This design comes from an exercise in tuning for small area and a short achievable clock period on the open sky130 flow, not from production work. In this exercise RTL edits were held to simulation tests only and were not proved equivalent to the original. No activity file was given, so power comes from the tool's default toggle rates.

==> flow/design.v (excerpt) <==
module Main(
    input clk, reset,
    input [2:0] user_y,
    input [2:0] choice_y,
    input [1:0] mode_y,
    input [7:0] touch_y,
    input [1:0] baDu_y,
    output tub_sel1,
    output tub_sel2,
    output tub_sel3,
    output tub_sel4,
    output tub_sel5,
    output tub_sel6,
    output tub_sel7,
    output tub_sel8,
    output [7:0] tub_control1,
    output [7:0] tub_control2,
    output [7:0] led,
    output [3:0] length_led,
    output t,
    output speaker
    );
  function [6:0] rom_a(input [1:0] s, input [6:0] i);
    reg [3583:0] tab;
    begin
      tab = 3584'he1c3870e1c3870e1c3870e1c3870e1c3870e1c3870e1c3870e1c50a0ea9a9222406ad5ab468c18356ad244480d5ab5692264c6ad5a488901ab56ad1a3060d5ab491120356ad5b9daad224089262c96b0543054a1a3080d193464d182a50d184068c9a3268c152868c203464d193460a0e1c3870e1c3870e1c3870e1c3870e1c3870fb76ed1a3177264418d1641d91120ba8d1dc3570d193462dd930731e2c880d96294c9d5a860edcc068c9425468d9b0711e2c880d96294c9d5a850c5db980d18a850951a381020b583124478902453a9528d7a9424448722445972224068c0e1c3870e1c3870e1c3870e1c3870e1c3870e1c3870e1c3870e1c3870e1c3870e1c3870e1c3870e1c3870e1c3870e1c3870e1c3870e1c3870e1c3870e1c3870e1c3870e1c3870e1c3870fa0309102848b143058d1830408d22850b1630669142858b1833409122850b17b068d18304080e1c3870e1c3870e1c3870e1c3870e1c3870e1c3870e1c3870e1c3870e1c3870e1c3870e1c3870e1c3870e1c3870e1c3870e1c3870e1c3870e1c3870e1c3870e1c3870e1c3870e1c3870e1c3870e1c3870e1c3870e1c3870e1c3870e1c3870e1c3870e1c3870e1c3870e1c3870e1c387;
      rom_a = tab >> ({s, i} * 7);
    end
  endfunction
  function [21:0] tone(input [4:0] n);
    reg [703:0] tab;
    begin
      tab = 704'hc5000374000f900045c00128000530001750000000018b0006ec001f20008b800250000a64002ea95440000317000ddc003e4001178004a10014c8005d5;
      tone = tab >> (n * 22);
    end
  endfunction
  function [7:0] digit(input [2:0] d);
    begin
      case (d)
        3'd0: digit = 8'b11111100;
        3'd1: digit = 8'b01100000;
        3'd2: digit = 8'b11011010;
        3'd3: digit = 8'b11110010;
  ...
Size: roughly 2100 cells after synthesis, about 470 flip-flops, ~19000 um2 of cells after synthesis.
==> flow/config.mk <==
export PLATFORM = sky130hd
export DESIGN_NAME = Main
export DESIGN_NICKNAME = Main
export VERILOG_FILES = /design/flow/design.v
export SDC_FILE = /design/flow/constraint.sdc
export NUM_CORES = 4
export LEC_CHECK = 0
export ABC_AREA = 1
export CAP_MARGIN = 20
export CORE_MARGIN = 2
export CORE_UTILIZATION = 65
export SLEW_MARGIN = 50
export SYNTH_HIERARCHICAL = 1
export SYNTH_MINIMUM_KEEP_SIZE = 0
==> flow/constraint.sdc <==
create_clock -name core_clock -period 45.0 [get_ports {clk}]
set_input_delay 9.0000 -clock core_clock [delete_from_list [all_inputs] [get_ports {clk}]]
set_output_delay 9.0000 -clock core_clock [all_outputs]
set_load 0.01 [all_outputs]
standard.sh (not shown) runs the stock make flow with config.mk's settings and CLKGATE_MAP_FILE= SYNTH_SCRIPT=/design/flow/synth_recipe.tcl, a recipe that flattens the netlist after the stock synthesis.
==> flow/flow/run.sh <==
#!/bin/bash
# The standard layout (standard.sh: the ORFS flow), with these changes to
# how the layout is made:
#  - synthesis is the standard synthesis script with a stronger ABC
#    script for the combinational logic (flow/synth.tcl, flow/abc_deep.script);
#    registers are mapped exactly as in the standard synthesis;
#  - ports are buffered with buf_2 cells instead of the delay cells that
#    buffer_ports picks by default;
#  - clock tree synthesis without dummy loads, with clkbuf_8 leaf buffers
#    over clusters of up to 18 sinks.
# make's output goes to synth.log and standard.log; each ORFS step also logs
# under orfs/logs/.
set -o pipefail
export MY_ABC_SCRIPT=$PWD/flow/abc_deep.script
bash standard.sh SYNTH_SCRIPT=$PWD/flow/synth.tcl synth > synth.log 2>&1 || exit 1
bash standard.sh \
  "BUFFER_PORTS_ARGS=-buffer_cell sky130_fd_sc_hd__buf_2" \
  "CTS_ARGS=-sink_clustering_enable -repair_clock_nets -dont_use_dummy_load -sink_clustering_size 18 -sink_clustering_max_diameter 70 -buf_list sky130_fd_sc_hd__clkbuf_8 -root_buf sky130_fd_sc_hd__clkbuf_16" \
  finish > standard.log 2>&1
==> flow/flow/abc_deep.script <==
strash
&get -n
&deepsyn -T 300
&put
dch -f
amap
topo
==> flow/flow/synth.tcl <==
# synth_recipe.tcl (the standard synthesis), with one change: the abc call
# maps the top module's combinational logic with the ABC script named by
# MY_ABC_SCRIPT; the other modules keep ORFS's script.
proc synth {args} { yosys synth -nofsm -noshare {*}$args }
proc abc {args} {
  set i [lsearch -exact $args -script]
  if {$i >= 0 && [info exists ::env(MY_ABC_SCRIPT)]} {
    set deep $args
    lset deep [expr {$i+1}] $::env(MY_ABC_SCRIPT)
    yosys abc {*}$deep $::env(DESIGN_NAME)
    yosys abc {*}$args LedNext
  } else {
    yosys abc {*}$args
  }
}
source $::env(SCRIPTS_DIR)/synth.tcl
# left out here: clear keep_hierarchy, flatten, clean up, hide names made inside functions, write 1_2_yosys.v
Then changed:
Settings changed: CORE_UTILIZATION 65 to 50, SLEW_MARGIN 50 to 60.
Via count came out lower by 5.9%.
Count of clock-buffer cells in the layout grows by 3.
Hold slack is better by 0.029 ns.
Die area increases by 29%.
First-iteration DRC count fell by 30%.
Total power goes up by 1.6%.
Design area grows by 1.9%.
Then changed:
Settings changed: CORE_UTILIZATION 50 to 65, SLEW_MARGIN 60 to 40.
The new run passed the timing, DRC and antenna checks. Power fell by 2.1%. Wire length rose by 3.8%. Worst hold slack gets better by 0.030 ns. Utilization rose by 15 points. Sequential power stays flat. Clock-buffer cell count fell by 4.

## static timing again, ports no longer ideal
How much do the figures lean on ideal ports? The routed layouts below were timed once more, with nothing changed but the port constraints. Step 1 (the two cells are an assumption about what drives the block):
set clk [get_ports {clk}]
set_driving_cell -lib_cell sky130_fd_sc_hd__clkbuf_16 $clk
set_driving_cell -lib_cell sky130_fd_sc_hd__buf_2 [delete_from_list [all_inputs] $clk]
Step 2 moves the port delays by t, midway between the first and last clock arrival at a register: inputs arrive t later, outputs are due t later. That takes back most of the time a late clock gives input paths. Slacks: ideal / step 1 / step 2; pairs: ideal / step 1.
| run | t, ns | setup WS [ns] | worst setup path after step 2 | worst data-port slew with drivers (ns) |
|---|---|---|---|---|
| the first run | 0.571 | 34.883 / 34.826 / 34.578 | input to register | 0.06 |
| the second run | 0.570 | 34.862 / 34.805 / 34.606 | input to register | 0.11 |
| the third run | 0.585 | 34.891 / 34.833 / 34.433 | input to register | 0.07 |
After both steps every run listed still meets setup and hold. The setup slack of the third run, which loses most, moves by -0.058 ns with the drivers and by -0.458 ns with both steps.
